Source: an optimization exercise on an open RTL-to-GDS flow (aim: small area and a short achievable clock period). Production flows keep margins and buffers that such runs may drop. In this exercise RTL edits were held to simulation tests only and were not proved equivalent to the original. No driver is modelled on the clock port, so clock power and skew are understated where the tree is cut down; a real chip needs a root buffer or a tree. Power is estimated from default activity; no workload was simulated.

Design CLA_64_4, start of the top module:
module CLA_64_4 (   input  [63:0] a_inp,
                    input  [63:0] b_inp,
                    output reg [63:0] s_out,
                    output reg        c_out,
                    input         clock,
                    input         reset);
For scale: roughly 470 cells after synthesis, ~160 flip-flops, ~200 I/O pins.
clock: 9.0 ns
lec_check: 0
cap_margin: 20
core_margin: 2
core_utilization: 40
slew_margin: 20
buffer_ports_args: -buffer_cell sky130_fd_sc_hd__buf_2
pre_cts_tcl: /design/flow/flow/cts_manual.tcl
manual_cts_nleaf: 8
manual_cts_nl1: 4
manual_cts_leaf: sky130_fd_sc_hd__inv_12
manual_cts_l1: sky130_fd_sc_hd__inv_4
setup_slack_margin: 6.5
standard.sh (not shown) runs the stock make flow with config.mk's settings and CLKGATE_MAP_FILE= SYNTH_SCRIPT=/design/flow/synth_recipe.tcl, a recipe that flattens the netlist after the stock synthesis.
==> flow/flow/run.sh <==
#!/bin/bash
set -e
cat >> config.mk <<CFG
export BUFFER_PORTS_ARGS = -buffer_cell sky130_fd_sc_hd__buf_2
export PRE_CTS_TCL = $PWD/flow/cts_manual.tcl
export MANUAL_CTS_NLEAF = 8
export MANUAL_CTS_NL1 = 4
export MANUAL_CTS_LEAF = sky130_fd_sc_hd__inv_12
export MANUAL_CTS_L1 = sky130_fd_sc_hd__inv_4
export SETUP_SLACK_MARGIN = 6.5
CFG
bash standard.sh > standard.log 2>&1
==> flow/flow/cts_manual.tcl <==
# Pre-CTS hook: a small, balanced clock tree built by hand.
# The flip-flops are split by balanced k-means on their placed locations
# into NLEAF groups; each group gets a leaf clock buffer at its centre. The
# leaf buffers are split the same way into NL1 groups, each driven by one
# first-level buffer, and the first-level buffers are driven by the clock
# port (NL1 = 0: the leaves hang on the port). Every flip-flop sits behind
# the same number of buffers, so all of them get the same clock latency up
# to wire and load differences. The standard clock_tree_synthesis call that
# follows in cts.tcl is turned into a no-op. The buffers may be inverters
# (both levels then, so the flip-flops see the clock's own polarity).

# balanced k-means: items are {obj x y}; returns the group index of each item
proc mcts_cluster {items k} {
  set n [llength $items]
  set sorted [lsort -integer -index 1 $items]
  set centres {}
  for {set g 0} {$g < $k} {incr g} {
    set lo [expr {$g * $n / $k}]
    set hi [expr {($g + 1) * $n / $k - 1}]
    set ax 0; set ay 0
    foreach s [lrange $sorted $lo $hi] { incr ax [lindex $s 1]; incr ay [lindex $s 2] }
    set m [expr {max(1, $hi - $lo + 1)}]
    lappend centres [list [expr {$ax / $m}] [expr {$ay / $m}]]
  }
  set cap [expr {($n + $k - 1) / $k}]
  for {set iter 0} {$iter < 40} {incr iter} {
    set pairs {}
    set i 0
    foreach s $items {
      for {set g 0} {$g < $k} {incr g} {
        set c [lindex $centres $g]
        set dx [expr {[lindex $s 1] - [lindex $c 0]}]
        set dy [expr {[lindex $s 2] - [lindex $c 1]}]
        lappend pairs [list [expr {$dx * $dx + $dy * $dy}] $i $g]
      }
      incr i
    }
    set pairs [lsort -integer -index 0 $pairs]
    array unset asg
    for {set g 0} {$g < $k} {incr g} { set cnt($g) 0; set sx($g) 0; set sy($g) 0 }
    foreach p $pairs {
      lassign $p d i g
      if {[info exists asg($i)] || $cnt($g) >= $cap} continue
      set asg($i) $g
      incr cnt($g)
    }
    for {set i 0} {$i < $n} {incr i} {
      incr sx($asg($i)) [lindex [lindex $items $i] 1]
      incr sy($asg($i)) [lindex [lindex $items $i] 2]
    }
    set centres {}
    for {set g 0} {$g < $k} {incr g} {
      lappend centres [list [expr {$sx($g) / max(1, $cnt($g))}] [expr {$sy($g) / max(1, $cnt($g))}]]
    }
  }
  set out {}
  for {set i 0} {$i < $n} {incr i} { lappend out $asg($i) }
  return [list $out $centres]
}

proc mcts_centre {iterm} {
  set bb [[$iterm getInst] getBBox]
  return [list $iterm [expr {([$bb xMin] + [$bb xMax]) / 2}] [expr {([$bb yMin] + [$bb yMax]) / 2}]]
}

# one buffer per group: moves each group's sinks onto a new net driven by
# the buffer; returns the buffers' input pins as items
proc mcts_level {block master items k name driver_net} {
  lassign [mcts_cluster $items $k] asg centres
  set outs {}
  for {set g 0} {$g < $k} {incr g} {
    set inst [odb::dbInst_create $block $master "${name}_$g"]
    set net [odb::dbNet_create $block "${name}_net_$g"]
    $net setSigType CLOCK
    set opin X
    if {[$master findMTerm Y] ne "NULL"} { set opin Y }
    [$inst findITerm $opin] connect $net
    [$inst findITerm A] connect $driver_net
    lassign [lindex $centres $g] cx cy
    $inst setLocation [expr {$cx - [$master getWidth] / 2}] [expr {$cy - [$master getHeight] / 2}]
    $inst setPlacementStatus PLACED
    set bnet($g) $net
    set cnt($g) 0
    lappend outs [mcts_centre [$inst findITerm A]]
  }
  set i 0
  foreach s $items {
    set it [lindex $s 0]
    $it disconnect
    $it connect $bnet([lindex $asg $i])
    incr cnt([lindex $asg $i])
    incr i
  }
  for {set g 0} {$g < $k} {incr g} { puts "manual cts: $name $g drives $cnt($g) pins near [lindex $centres $g]" }
  return $outs
}

proc manual_cts {} {
  set nleaf 8
  set nl1 2
  set leafcell sky130_fd_sc_hd__clkbuf_16
  set l1cell sky130_fd_sc_hd__clkbuf_16
  if {[info exists ::env(MANUAL_CTS_NLEAF)]} { set nleaf $::env(MANUAL_CTS_NLEAF) }
  if {[info exists ::env(MANUAL_CTS_NL1)]} { set nl1 $::env(MANUAL_CTS_NL1) }
  if {[info exists ::env(MANUAL_CTS_LEAF)]} { set leafcell $::env(MANUAL_CTS_LEAF) }
  if {[info exists ::env(MANUAL_CTS_L1)]} { set l1cell $::env(MANUAL_CTS_L1) }
  set db [ord::get_db]
  set block [ord::get_db_block]
  set clk_net [$block findNet clock]
  set sinks {}
  foreach it [$clk_net getITerms] { lappend sinks [mcts_centre $it] }
  puts "manual cts: [llength $sinks] clock sinks, $nleaf leaf buffers, $nl1 first-level buffers"
  set leaves [mcts_level $block [$db findMaster $leafcell] $sinks $nleaf clkbuf_leaf $clk_net]
  if {$nl1 > 0} {
    mcts_level $block [$db findMaster $l1cell] $leaves $nl1 clkbuf_l1 $clk_net
  }
}
manual_cts

set_propagated_clock [all_clocks]
# cts.tcl next calls repair_clock_inverters, which would clone the tree's
# inverters per load, and then clock_tree_synthesis; the tree is complete,
# so both are skipped.
rename repair_clock_inverters orig_repair_clock_inverters
proc repair_clock_inverters {args} { puts "manual cts: repair_clock_inverters skipped" }
rename clock_tree_synthesis orig_clock_tree_synthesis
proc clock_tree_synthesis {args} { puts "manual cts: clock_tree_synthesis skipped" }
The starting point finished clean.
Edit:
--- a/flow/flow/run.sh
+++ b/flow/flow/run.sh
@@ -3,3 +3,3 @@
 cat >> config.mk <<CFG
-export BUFFER_PORTS_ARGS = -buffer_cell sky130_fd_sc_hd__buf_2
+export BUFFER_PORTS_ARGS = -buffer_cell sky130_fd_sc_hd__buf_1
 export PRE_CTS_TCL = $PWD/flow/cts_manual.tcl
--- a/flow/flow/cts_manual.tcl
+++ b/flow/flow/cts_manual.tcl
@@ -127 +127,16 @@
 proc clock_tree_synthesis {args} { puts "manual cts: clock_tree_synthesis skipped" }
+
+# The port buffers are all made from one cell by buffer_ports; the output
+# ports' buffers may be swapped to another (PORT_OUT_BUF).
+if {[info exists ::env(PORT_OUT_BUF)]} {
+  set m [[ord::get_db] findMaster $::env(PORT_OUT_BUF)]
+  set k 0
+  foreach bt [[ord::get_db_block] getBTerms] {
+    if {[$bt getIoType] ne "OUTPUT"} continue
+    set drv [[$bt getNet] getFirstOutput]
+    if {$drv eq "NULL"} continue
+    [$drv getInst] swapMaster $m
+    incr k
+  }
+  puts "port buffers: $k output port drivers made $::env(PORT_OUT_BUF)"
+}
Settings changed: BUFFER_PORTS_ARGS -buffer_cell sky130_fd_sc_hd__buf_2 to -buffer_cell sky130_fd_sc_hd__buf_1, CORE_UTILIZATION 40 to 60, TNS_END_PERCENT from default to 0.
What happened: Setup slack improves by 20 ps; power decreases by 3.1%; global-route usage grows by 5.4 points; design area is lower by 8.6%; hold slack stays flat; wire length shrinks by 10%; core utilization rose by 21 points; register-to-register slack gains 60 ps.
Edit:
==> flow/flow/run.sh (replaced) <==
#!/bin/bash
set -e
cat >> config.mk <<CFG
export BUFFER_PORTS_ARGS = -buffer_cell sky130_fd_sc_hd__buf_2
export PRE_CTS_TCL = $PWD/flow/cts_manual.tcl
export MANUAL_CTS_NLEAF = 8
export MANUAL_CTS_NL1 = 4
export MANUAL_CTS_LEAF = sky130_fd_sc_hd__inv_12
export MANUAL_CTS_L1 = sky130_fd_sc_hd__inv_4
export SETUP_SLACK_MARGIN = 6.6
CFG
bash standard.sh > standard.log 2>&1
--- a/flow/flow/cts_manual.tcl
+++ b/flow/flow/cts_manual.tcl
@@ -120,23 +120,3 @@
 set_propagated_clock [all_clocks]
-# cts.tcl next calls repair_clock_inverters, which would clone the tree's
-# inverters per load, and then clock_tree_synthesis; the tree is complete,
-# so both are skipped.
-rename repair_clock_inverters orig_repair_clock_inverters
-proc repair_clock_inverters {args} { puts "manual cts: repair_clock_inverters skipped" }
 rename clock_tree_synthesis orig_clock_tree_synthesis
 proc clock_tree_synthesis {args} { puts "manual cts: clock_tree_synthesis skipped" }
-
-# The port buffers are all made from one cell by buffer_ports; the output
-# ports' buffers may be swapped to another (PORT_OUT_BUF).
-if {[info exists ::env(PORT_OUT_BUF)]} {
-  set m [[ord::get_db] findMaster $::env(PORT_OUT_BUF)]
-  set k 0
-  foreach bt [[ord::get_db_block] getBTerms] {
-    if {[$bt getIoType] ne "OUTPUT"} continue
-    set drv [[$bt getNet] getFirstOutput]
-    if {$drv eq "NULL"} continue
-    [$drv getInst] swapMaster $m
-    incr k
-  }
-  puts "port buffers: $k output port drivers made $::env(PORT_OUT_BUF)"
-}
Settings changed: ABC_CLOCK_PERIOD_IN_PS from default to 2500, BUFFER_PORTS_ARGS -buffer_cell sky130_fd_sc_hd__buf_1 to -buffer_cell sky130_fd_sc_hd__buf_2, SETUP_SLACK_MARGIN 6.5 to 6.6, TNS_END_PERCENT 0 to default.
Outcome: The changed run aborted during clock tree synthesis with DPL-0038; synthesized area does not change; synthesized cell count does not change.
The clock cells of the first and second runs of this note come from the design's own scripts or RTL, not from TritonCTS.

========
Setup of run A:
CLA_64_4, a different RTL version from the one above (not shown whole).
Size: roughly 390 cells after synthesis, about 200 I/O pins, roughly 6400 µm² of cells after synthesis.
==> flow/config.mk <==
export PLATFORM = sky130hd
export DESIGN_NAME = CLA_64_4
export DESIGN_NICKNAME = CLA_64_4
export VERILOG_FILES = /design/flow/design.v
export SDC_FILE = /design/flow/constraint.sdc
export NUM_CORES = 4
export LEC_CHECK = 0
export CAP_MARGIN = 20
export CORE_MARGIN = 2
export CORE_UTILIZATION = 60
export SLEW_MARGIN = 20
export BUFFER_PORTS_ARGS = -buffer_cell sky130_fd_sc_hd__buf_1
export PRE_CTS_TCL = /design/flow/flow/cts_manual.tcl
export MANUAL_CTS_NLEAF = 8
export MANUAL_CTS_NL1 = 4
export MANUAL_CTS_LEAF = sky130_fd_sc_hd__inv_12
export MANUAL_CTS_L1 = sky130_fd_sc_hd__inv_4
==> flow/constraint.sdc <==
create_clock -name core_clock -period 9.0 [get_ports {clock}]
set_input_delay 1.8000 -clock core_clock [delete_from_list [all_inputs] [get_ports {clock}]]
set_output_delay 1.8000 -clock core_clock [all_outputs]
set_load 0.01 [all_outputs]
==> flow/flow/run.sh <==
#!/bin/bash
set -e
cat >> config.mk <<CFG
export BUFFER_PORTS_ARGS = -buffer_cell sky130_fd_sc_hd__buf_1
export PRE_CTS_TCL = $PWD/flow/cts_manual.tcl
export MANUAL_CTS_NLEAF = 8
export MANUAL_CTS_NL1 = 4
export MANUAL_CTS_LEAF = sky130_fd_sc_hd__inv_12
export MANUAL_CTS_L1 = sky130_fd_sc_hd__inv_4
CFG
bash standard.sh > standard.log 2>&1
==> flow/flow/cts_manual.tcl <==
# Pre-CTS hook: a small, balanced clock tree built by hand.
# The flip-flops are split by balanced k-means on their placed locations
# into NLEAF groups; each group gets a leaf clock buffer at its centre. The
# leaf buffers are split the same way into NL1 groups, each driven by one
# first-level buffer, and the first-level buffers are driven by the clock
# port (NL1 = 0: the leaves hang on the port). Every flip-flop sits behind
# the same number of buffers, so all of them get the same clock latency up
# to wire and load differences. The standard clock_tree_synthesis call that
# follows in cts.tcl is turned into a no-op. The buffers may be inverters
# (both levels then, so the flip-flops see the clock's own polarity).

# balanced k-means: items are {obj x y}; returns the group index of each item
proc mcts_cluster {items k} {
  set n [llength $items]
  set sorted [lsort -integer -index 1 $items]
  set centres {}
  for {set g 0} {$g < $k} {incr g} {
    set lo [expr {$g * $n / $k}]
    set hi [expr {($g + 1) * $n / $k - 1}]
    set ax 0; set ay 0
    foreach s [lrange $sorted $lo $hi] { incr ax [lindex $s 1]; incr ay [lindex $s 2] }
    set m [expr {max(1, $hi - $lo + 1)}]
    lappend centres [list [expr {$ax / $m}] [expr {$ay / $m}]]
  }
  set cap [expr {($n + $k - 1) / $k}]
  for {set iter 0} {$iter < 40} {incr iter} {
    set pairs {}
    set i 0
    foreach s $items {
      for {set g 0} {$g < $k} {incr g} {
        set c [lindex $centres $g]
        set dx [expr {[lindex $s 1] - [lindex $c 0]}]
        set dy [expr {[lindex $s 2] - [lindex $c 1]}]
        lappend pairs [list [expr {$dx * $dx + $dy * $dy}] $i $g]
      }
      incr i
    }
    set pairs [lsort -integer -index 0 $pairs]
    array unset asg
    for {set g 0} {$g < $k} {incr g} { set cnt($g) 0; set sx($g) 0; set sy($g) 0 }
    foreach p $pairs {
      lassign $p d i g
      if {[info exists asg($i)] || $cnt($g) >= $cap} continue
      set asg($i) $g
      incr cnt($g)
    }
    for {set i 0} {$i < $n} {incr i} {
      incr sx($asg($i)) [lindex [lindex $items $i] 1]
      incr sy($asg($i)) [lindex [lindex $items $i] 2]
    }
    set centres {}
    for {set g 0} {$g < $k} {incr g} {
      lappend centres [list [expr {$sx($g) / max(1, $cnt($g))}] [expr {$sy($g) / max(1, $cnt($g))}]]
    }
  }
  set out {}
  for {set i 0} {$i < $n} {incr i} { lappend out $asg($i) }
  return [list $out $centres]
}

proc mcts_centre {iterm} {
  set bb [[$iterm getInst] getBBox]
  return [list $iterm [expr {([$bb xMin] + [$bb xMax]) / 2}] [expr {([$bb yMin] + [$bb yMax]) / 2}]]
}

# one buffer per group: moves each group's sinks onto a new net driven by
# the buffer; returns the buffers' input pins as items
proc mcts_level {block master items k name driver_net} {
  lassign [mcts_cluster $items $k] asg centres
  set outs {}
  for {set g 0} {$g < $k} {incr g} {
    set inst [odb::dbInst_create $block $master "${name}_$g"]
    set net [odb::dbNet_create $block "${name}_net_$g"]
    $net setSigType CLOCK
    set opin X
    if {[$master findMTerm Y] ne "NULL"} { set opin Y }
    [$inst findITerm $opin] connect $net
    [$inst findITerm A] connect $driver_net
    lassign [lindex $centres $g] cx cy
    $inst setLocation [expr {$cx - [$master getWidth] / 2}] [expr {$cy - [$master getHeight] / 2}]
    $inst setPlacementStatus PLACED
    set bnet($g) $net
    set cnt($g) 0
    lappend outs [mcts_centre [$inst findITerm A]]
  }
  set i 0
  foreach s $items {
    set it [lindex $s 0]
    $it disconnect
    $it connect $bnet([lindex $asg $i])
    incr cnt([lindex $asg $i])
    incr i
  }
  for {set g 0} {$g < $k} {incr g} { puts "manual cts: $name $g drives $cnt($g) pins near [lindex $centres $g]" }
  return $outs
}

proc manual_cts {} {
  set nleaf 8
  set nl1 2
  set leafcell sky130_fd_sc_hd__clkbuf_16
  set l1cell sky130_fd_sc_hd__clkbuf_16
  if {[info exists ::env(MANUAL_CTS_NLEAF)]} { set nleaf $::env(MANUAL_CTS_NLEAF) }
  if {[info exists ::env(MANUAL_CTS_NL1)]} { set nl1 $::env(MANUAL_CTS_NL1) }
  if {[info exists ::env(MANUAL_CTS_LEAF)]} { set leafcell $::env(MANUAL_CTS_LEAF) }
  if {[info exists ::env(MANUAL_CTS_L1)]} { set l1cell $::env(MANUAL_CTS_L1) }
  set db [ord::get_db]
  set block [ord::get_db_block]
  set clk_net [$block findNet clock]
  set sinks {}
  foreach it [$clk_net getITerms] { lappend sinks [mcts_centre $it] }
  puts "manual cts: [llength $sinks] clock sinks, $nleaf leaf buffers, $nl1 first-level buffers"
  set leaves [mcts_level $block [$db findMaster $leafcell] $sinks $nleaf clkbuf_leaf $clk_net]
  if {$nl1 > 0} {
    mcts_level $block [$db findMaster $l1cell] $leaves $nl1 clkbuf_l1 $clk_net
  }
}
manual_cts

set_propagated_clock [all_clocks]
# cts.tcl next calls repair_clock_inverters, which would clone the tree's
# inverters per load, and then clock_tree_synthesis; the tree is complete,
# so both are skipped.
rename repair_clock_inverters orig_repair_clock_inverters
proc repair_clock_inverters {args} { puts "manual cts: repair_clock_inverters skipped" }
rename clock_tree_synthesis orig_clock_tree_synthesis
proc clock_tree_synthesis {args} { puts "manual cts: clock_tree_synthesis skipped" }

# The port buffers are all made from one cell by buffer_ports; the output
# ports' buffers may be swapped to another (PORT_OUT_BUF).
if {[info exists ::env(PORT_OUT_BUF)]} {
  set m [[ord::get_db] findMaster $::env(PORT_OUT_BUF)]
  set k 0
  foreach bt [[ord::get_db_block] getBTerms] {
    if {[$bt getIoType] ne "OUTPUT"} continue
    set drv [[$bt getNet] getFirstOutput]
    if {$drv eq "NULL"} continue
    [$drv getInst] swapMaster $m
    incr k
  }
  puts "port buffers: $k output port drivers made $::env(PORT_OUT_BUF)"
}
The following lists how run B was set up differently from run A:
Settings: a change of MANUAL_CTS_L1 from sky130_fd_sc_hd__inv_4 to sky130_fd_sc_hd__inv_6; a change of MANUAL_CTS_LEAF from sky130_fd_sc_hd__inv_12 to sky130_fd_sc_hd__inv_16; an added SETUP_SLACK_MARGIN of 6.5; an added TNS_END_PERCENT of 0.
diff --git a/flow/flow/run.sh b/flow/flow/run.sh
--- a/flow/flow/run.sh
+++ b/flow/flow/run.sh
@@ -8,2 +8,3 @@
-export MANUAL_CTS_LEAF = sky130_fd_sc_hd__inv_12
-export MANUAL_CTS_L1 = sky130_fd_sc_hd__inv_4
+export MANUAL_CTS_LEAF = sky130_fd_sc_hd__inv_16
+export MANUAL_CTS_L1 = sky130_fd_sc_hd__inv_6
+export SETUP_SLACK_MARGIN = 6.5
[summary]
Total power: run B above run A. Diff run A -> run B: area after synthesis closely matched the old numbers, number of vias after detailed routing increased by 0.92% relative to the old numbers, area added between synthesis and finish increased by 1.5 points relative to the old numbers.
What run C does differently from run B at the input level:
Settings: MANUAL_CTS_L1 now sky130_fd_sc_hd__inv_4, was sky130_fd_sc_hd__inv_6; MANUAL_CTS_LEAF now sky130_fd_sc_hd__inv_12, was sky130_fd_sc_hd__inv_16.
diff --git a/flow/flow/run.sh b/flow/flow/run.sh
--- a/flow/flow/run.sh
+++ b/flow/flow/run.sh
@@ -8,2 +8,2 @@
-export MANUAL_CTS_LEAF = sky130_fd_sc_hd__inv_16
-export MANUAL_CTS_L1 = sky130_fd_sc_hd__inv_6
+export MANUAL_CTS_LEAF = sky130_fd_sc_hd__inv_12
+export MANUAL_CTS_L1 = sky130_fd_sc_hd__inv_4
Results
Run C vs. run B: sequential group share of total power moved up; aggregate global-route resource usage has remained practically unchanged; core utilization of the finished layout decreased 0.65 points; share of final-layout standard cells stronger than drive strength 1 has decreased.
## Diff of input files: run D against run C
Settings: CORE_UTILIZATION now 75, was 60; PLACE_DENSITY now 0.82, previously not set.
==> summary.txt <==
Run D completed; timing, DRC and antenna clean. Summary of run D over run C: achievable clock frequency saw a decrease, cell count after placement -4.2%. [compare] base=run C new=run D: sequential share of layout area has decreased; post-route standard cell area excluding fillers now larger; via count up about 8%; post-layout minimum cycle time increased 29 ps; final setup slack of the worst path dropped 29 ps.
No run of this note takes its clock network from TritonCTS; it comes from the design's own scripts or RTL.

## static timing again, ports no longer ideal
Ports are ideal in the flow. The routed layouts listed here were re-timed in OpenROAD.
Step 1 assumes that a clkbuf_16 drives the clock port and a buf_2 every other input.
Step 2 moves the port delays by t, midway between the first and last clock arrival at a register: inputs arrive t later, outputs are due t later. That takes back most of the time a late clock gives input paths.
Slacks: no drivers / after step 1 / after step 2; pairs: no drivers / after step 1.
run | shift t [ns] | setup slack, ns | hold slack, ns | worst setup path after step 2 | slew at the worst register clock pin (ns)
the first run of note 1 | 0.243 | 6.483 / 6.394 / 6.326 | 0.446 / 0.446 / 0.446 | input to register | 0.08 / 0.08
the second run of note 1 | 0.239 | 6.503 / 6.416 / 6.343 | 0.447 / 0.448 / 0.448 | input to register | 0.08 / 0.08
run A | 0.237 | 6.092 / 6.155 / 5.918 | 0.356 / 0.357 / 0.357 | input, reset recovery | 0.08 / 0.08
run B | 0.241 | 6.471 / 6.427 / 6.319 | 0.350 / 0.350 / 0.350 | input to register | 0.07 / 0.07
run C | 0.240 | 6.494 / 6.426 / 6.324 | 0.352 / 0.352 / 0.352 | input to register | 0.08 / 0.08
run D | 0.239 | 6.465 / 6.422 / 6.274 | 0.357 / 0.357 / 0.357 | input to register | 0.08 / 0.08
After both steps setup and hold are still met in every run listed. For run D, which loses most, drivers alone change the setup slack by -0.043 ns; drivers and shift together by -0.191 ns. The worst setup slack also covers recovery checks on asynchronous resets.
